From an optimization exercise on the open Yosys and OpenROAD flow, aimed at small area, a short achievable clock period and few clock cycles; shortcuts taken in it are not production practice.
At most, simulation tests tie the RTL to the original design; equivalence was not proved.
No activity file was given, so power comes from the tool's default toggle rates.

## old
==> flow/design.v (excerpt) <==
module cnn(
  input             clk,
  input             rst,
  input             en,
  input      [7:0]  ps_rd,
  input      [7:0]  in_rd,
  input      [7:0]  w_rd,
  input      [7:0]  b_rd,
  input      [7:0]  out_rd,
  output reg        done,
  output     [15:0] ps_ra,
  output     [15:0] in_ad,
  output reg        in_we,
  output     [7:0]  in_wd,
  output     [15:0] w_ra,
  output     [15:0] b_ra,
  output     [15:0] out_ad,
  output reg        out_we,
  output     [7:0]  out_wd
);
reg s_idle, s_load, s_init, s_calc, s_conv, s_cdrn, s_pool, s_pdrn;
reg [7:0] pR, pC, pM, pN, pK, pS, pIR, pIC, pnIR, pnIC, pnP;
reg [3:0] pa;
assign ps_ra = {12'd0, pa};
reg [15:0] dN;     
reg [15:0] dT;     
reg [15:0] SmS;    
reg [15:0] dCh;    
reg [15:0] NKK;    
reg        nkdone;
reg [1:0]  q;                  
reg        ph1, ph2, ph3;      
reg        se_conv, adv, adv_blk, adv_row, adv_quad, adv_last;   
reg [7:0]  j, i, n, tc, tr;    
reg [5:0]  mq;                 
reg [15:0] la, vb, tb;         
wire [7:0] j1 = j + 8'd1, i1 = i + 8'd1, n1 = n + 8'd1, tc1 = tc + 8'd1, tr1 = tr + 8'd1;
wire [6:0] mq1 = {1'b0, mq} + 7'd1;
wire il  = (i1 == pK);
wire nl  = (n1 == pN);
reg jl, il_r, nl_r, tcl, trl, tap_first, blk_last, quad_last, conv_last;
always @(posedge clk) begin
  jl <= (j1 == pK); il_r <= il; nl_r <= nl;
  tcl <= (tc == {1'b0, pC[7:1]});
  trl <= (tr == {1'b0, pR[7:1]});
  tap_first <= (j == 8'd0) & (i == 8'd0) & (n == 8'd0);
  blk_last  <= (j1 == pK) & il & nl;
  quad_last <= (j1 == pK) & il & nl & (tc == {1'b0, pC[7:1]}) & (tr == {1'b0, pR[7:1]});
  conv_last <= (j1 == pK) & il & nl & (tc == {1'b0, pC[7:1]}) & (tr == {1'b0, pR[7:1]}) &
               ({mq1, 2'b00} >= {1'b0, pM});
end
wire [15:0] tb_next = tcl ? (trl ? 16'd0 : tb + dT) : tb + {7'd0, pS, 1'b0};
reg  [15:0] vb_next;    
always @(posedge clk) vb_next <= blk_last ? tb_next : vb + (~jl ? 16'd1 : ~il_r ? {8'd0, pIC} : dN);
reg [15:0] wv, wa, wb;
reg        wval, wfirst, wlast, wqlast;
reg [5:0]  wmq;
wire [15:0] wa_add = wa + (ph3 ? 16'd1 : NKK);
wire [15:0] wv_next = wval ? (wlast ? (wqlast ? wa_add : wb) : wv + 16'd1) : wv;
assign in_ad  = la;
  ...
Size: roughly 5,300 cells after synthesis, about 910 flip-flops, about 51,000 um^2 of cells after synthesis.
==> flow/config.mk <==
export PLATFORM = sky130hd
export DESIGN_NAME = cnn
export DESIGN_NICKNAME = cnn
export VERILOG_FILES = /design/flow/design.v
export SDC_FILE = /design/flow/constraint.sdc
export NUM_CORES = 4
export LEC_CHECK = 0
export CAP_MARGIN = 20
export CORE_MARGIN = 2
export CORE_UTILIZATION = 65
export CTS_BUF_LIST = sky130_fd_sc_hd__clkbuf_16
export CTS_CLUSTER_DIAMETER = 200
export CTS_CLUSTER_SIZE = 25
export PLACE_DENSITY = 0.75
export SLEW_MARGIN = 20
==> flow/constraint.sdc <==
create_clock -name core_clock -period 11.0 [get_ports {clk}]
set_input_delay 2.2000 -clock core_clock [delete_from_list [all_inputs] [get_ports {clk}]]
set_output_delay 2.2000 -clock core_clock [all_outputs]
set_load 0.01 [all_outputs]
standard.sh (not shown) runs the stock make flow with config.mk's settings and CLKGATE_MAP_FILE= SYNTH_SCRIPT=/design/flow/synth_recipe.tcl, a recipe that flattens the netlist after the stock synthesis.
==> flow/flow/run.sh <==
#!/bin/bash
set -euo pipefail
export BUFFER_PORTS_ARGS="-buffer_cell sky130_fd_sc_hd__buf_2"
export SETUP_SLACK_MARGIN=7.5
bash standard.sh > standard.log 2>&1
Testbench counts of old, summed over its fixed seeds: cycles 2,423,744.
What new does differently from old at the input level:
--- a/flow/design.v
+++ b/flow/design.v
@@ -45,18 +45,17 @@
   trl <= (tr == {1'b0, pR[7:1]});
   tap_first <= (j == 8'd0) & (i == 8'd0) & (n == 8'd0);
   blk_last  <= (j1 == pK) & il & nl;
   quad_last <= (j1 == pK) & il & nl & (tc == {1'b0, pC[7:1]}) & (tr == {1'b0, pR[7:1]});
   conv_last <= (j1 == pK) & il & nl & (tc == {1'b0, pC[7:1]}) & (tr == {1'b0, pR[7:1]}) &
                ({mq1, 2'b00} >= {1'b0, pM});
 end
 wire [15:0] tb_next = tcl ? (trl ? 16'd0 : tb + dT) : tb + {7'd0, pS, 1'b0};
-reg  [15:0] vb_next;    
-always @(posedge clk) vb_next <= blk_last ? tb_next : vb + (~jl ? 16'd1 : ~il_r ? {8'd0, pIC} : dN);
+wire [15:0] vb_next = blk_last ? tb_next : vb + (~jl ? 16'd1 : ~il_r ? {8'd0, pIC} : dN);
 reg [15:0] wv, wa, wb;
 reg        wval, wfirst, wlast, wqlast;
 reg [5:0]  wmq;
 wire [15:0] wa_add = wa + (ph3 ? 16'd1 : NKK);
 wire [15:0] wv_next = wval ? (wlast ? (wqlast ? wa_add : wb) : wv + 16'd1) : wv;
 assign in_ad  = la;
 assign w_ra   = wa;
 assign b_ra   = {8'd0, wmq, q};
Notes after the runs:
When new is set beside old, its count of multi-input gates turns out to be 50 smaller.
Time the worst path needs with I/O delays and setup delta (new − old): unfavourable
new vs old: inverter count of the layout excluding clock inverters up by a few percent
Of old and new, the higher fraction of power consumed by the clock network belongs to old.
NOTE via count old->new decreased slightly
In the flow results for old and new, the switching power is smaller on old.
Worst hold slack: new vs old, no meaningful difference
Post-route core utilization came out higher on new than on old.
Between new and old, the routability congestion estimate from global placement figures differ only marginally.
No functional check of the RTL was part of new.

* * *

Another version of the RTL of cnn (not shown whole).
Size in the first run: ~5,300 cells after synthesis, about 880 flip-flops, ~140 I/O pins.
clock: 11.0 ns
lec_check: 0
cap_margin: 20
core_margin: 2
core_utilization: 65
cts_buf_list: sky130_fd_sc_hd__clkbuf_8
place_density: 0.75
setup_slack_margin: 5
slew_margin: 20
run.sh (not shown) runs the stock make flow with config.mk's settings and CLKGATE_MAP_FILE= SYNTH_SCRIPT=/design/flow/synth_recipe.tcl, a recipe that flattens the netlist after the stock synthesis.
Stock flow here: none of the scripts above is used.
The baseline completed with no timing, DRC or antenna violations.
Testbench counts at the start, summed over its fixed seeds: cycles 2,423,728.
Change:
--- a/flow/design.v
+++ b/flow/design.v
@@ -44,19 +44,20 @@
   tcl <= (tc == {1'b0, pC[7:1]});
   trl <= (tr == {1'b0, pR[7:1]});
   tap_first <= (j == 8'd0) & (i == 8'd0) & (n == 8'd0);
   blk_last  <= (j1 == pK) & il & nl;
   quad_last <= (j1 == pK) & il & nl & (tc == {1'b0, pC[7:1]}) & (tr == {1'b0, pR[7:1]});
   conv_last <= (j1 == pK) & il & nl & (tc == {1'b0, pC[7:1]}) & (tr == {1'b0, pR[7:1]}) &
                ({mq1, 2'b00} >= {1'b0, pM});
 end
 wire [15:0] tb_next = tcl ? (trl ? 16'd0 : tb + dT) : tb + {7'd0, pS, 1'b0};
-wire [15:0] vb_next = blk_last ? tb_next : vb + (~jl ? 16'd1 : ~il_r ? {8'd0, pIC} : dN);
+reg  [15:0] vb_next;    
+always @(posedge clk) vb_next <= blk_last ? tb_next : vb + (~jl ? 16'd1 : ~il_r ? {8'd0, pIC} : dN);
 reg [15:0] wv, wa, wb;
 reg        wval, wfirst, wlast, wqlast;
 reg [5:0]  wmq;
 wire [15:0] wa_add = wa + (ph3 ? 16'd1 : NKK);
 wire [15:0] wv_next = wval ? (wlast ? (wqlast ? wa_add : wb) : wv + 16'd1) : wv;
 assign in_ad  = la;
 assign w_ra   = wa;
 assign b_ra   = {8'd0, wmq, q};
 reg [7:0]  wr0, wr1, wr2, wr3, br, br2;    
@@ -148,19 +149,21 @@
 end
 wire [15:0] wo_d = s_pool ?
                      ((pq == 2'd1) ? {8'd0, pC} : (pq == 2'd3 && !xlin) ? 16'd0 - {8'd0, pC} : 16'd1) :
                      ((wk[1:0] == 2'd0) ? dCh : (wk[1:0] == 2'd2) ? {8'd0, pC} : 16'd1);
 wire [15:0] wo_add = wo + wo_d;
 wire cN = (j == pIR);
 wire cT = (la[8:0] == {pS, 1'b0});
 wire cS = (tc == pS);
 wire cR = (tr == pR);
-wire calc_done = nkdone & cN & cT & cS & cR;
+wire calc_done_c = nkdone & cN & cT & cS & cR;
+reg  calc_done;    
+always @(posedge clk) calc_done <= s_calc & calc_done_c;
 wire pool_end = el & xl & yl & ml;
 wire cdrn_done = ~wpend & ph3 & ~wval & ~v1 & ~v2 & ~l3 & ~l4;
 wire calc_exit = s_calc & calc_done;
 always @(posedge clk) begin
   ph1 <= ~calc_exit & (q == 2'd0);
   ph2 <= ~calc_exit & (q == 2'd1);
   ph3 <= ~calc_exit & (q == 2'd2);
   se_conv  <= ph2 & s_conv;
   adv      <= ph2 & s_conv & ~(blk_last & wpend);
@@ -214,19 +217,20 @@
 end
 always @(posedge clk) begin
   q <= q + 2'd1;
   if (wbusy) begin
     owd <= hsel;
     wk <= wk + 4'd1;
     wo <= (wk == 4'd0) ? ob : wo_add;
   end else
     wk <= 4'd0;
-  if (wfin) ob <= cqend ? wo + 16'd1 : crow ? ob + {8'd0, pC} + 16'd3 : ob + 16'd2;
+  if ((wbusy & (wk == 4'd1) & ~crow) | (wbusy & (wk == 4'd3) & crow) | (wfin & cqend))
+    ob <= wo + (wfin ? 16'd1 : 16'd2);
   if (s_load) begin
     pR <= pC; pC <= pM; pM <= pN; pN <= pK; pK <= pS; pS <= pIR; pIR <= pIC;
     pIC <= pnIR; pnIR <= pnIC; pnIC <= pnP; pnP <= ps_rd;
   end
   if (s_init) begin
     dN  <= 16'd1 - {8'd0, pK};
     dT  <= {8'd0, pK} + {8'd0, pS};
     SmS <= {8'd0, pIC} - {8'd0, pS};
     dCh <= 16'd0 - {8'd0, pC} - 16'd1;
What happened: The changed run went through all stages and came out clean. Area after synthesis is about the same. Total power fell by 3.1%. Fmax stays flat. Routed wire length is lower by 4.0%. Die area barely changes. Global-route usage fell by 0.52 points. Cell count fell by 0.78%. Flip-flop and latch count rises by 17.
Testbench counts after the change, summed over its fixed seeds: cycles 2,423,744.

==> what the ideal ports hide <==
In the flow no input, the clock included, has a driving cell. The finished layouts below were timed again as built, in two steps. Step 1 sets driving cells, clkbuf_16 on the clock port and buf_2 on the other inputs (assumed; they add their load-dependent delay and slew). Step 2 also shifts input and output timing later by t, the mid clock arrival at the registers, as if the neighbouring blocks saw the same clock. Slacks: ideal ports / drivers / drivers and shift; pairs: ideal ports / drivers.
run	shift t [ns]	setup WS [ns]	latest minus earliest clock arrival (ns)
old	0.691	7.530 / 7.458 / 7.545	0.040 / 0.040
new	0.693	7.450 / 7.450 / 7.450	0.055 / 0.055
the first run of note 2	0.891	6.481 / 6.447 / 6.481	0.045 / 0.045
the second run of note 2	0.867	6.485 / 6.485 / 6.485	0.040 / 0.040
After both steps setup and hold are still met in every run listed.
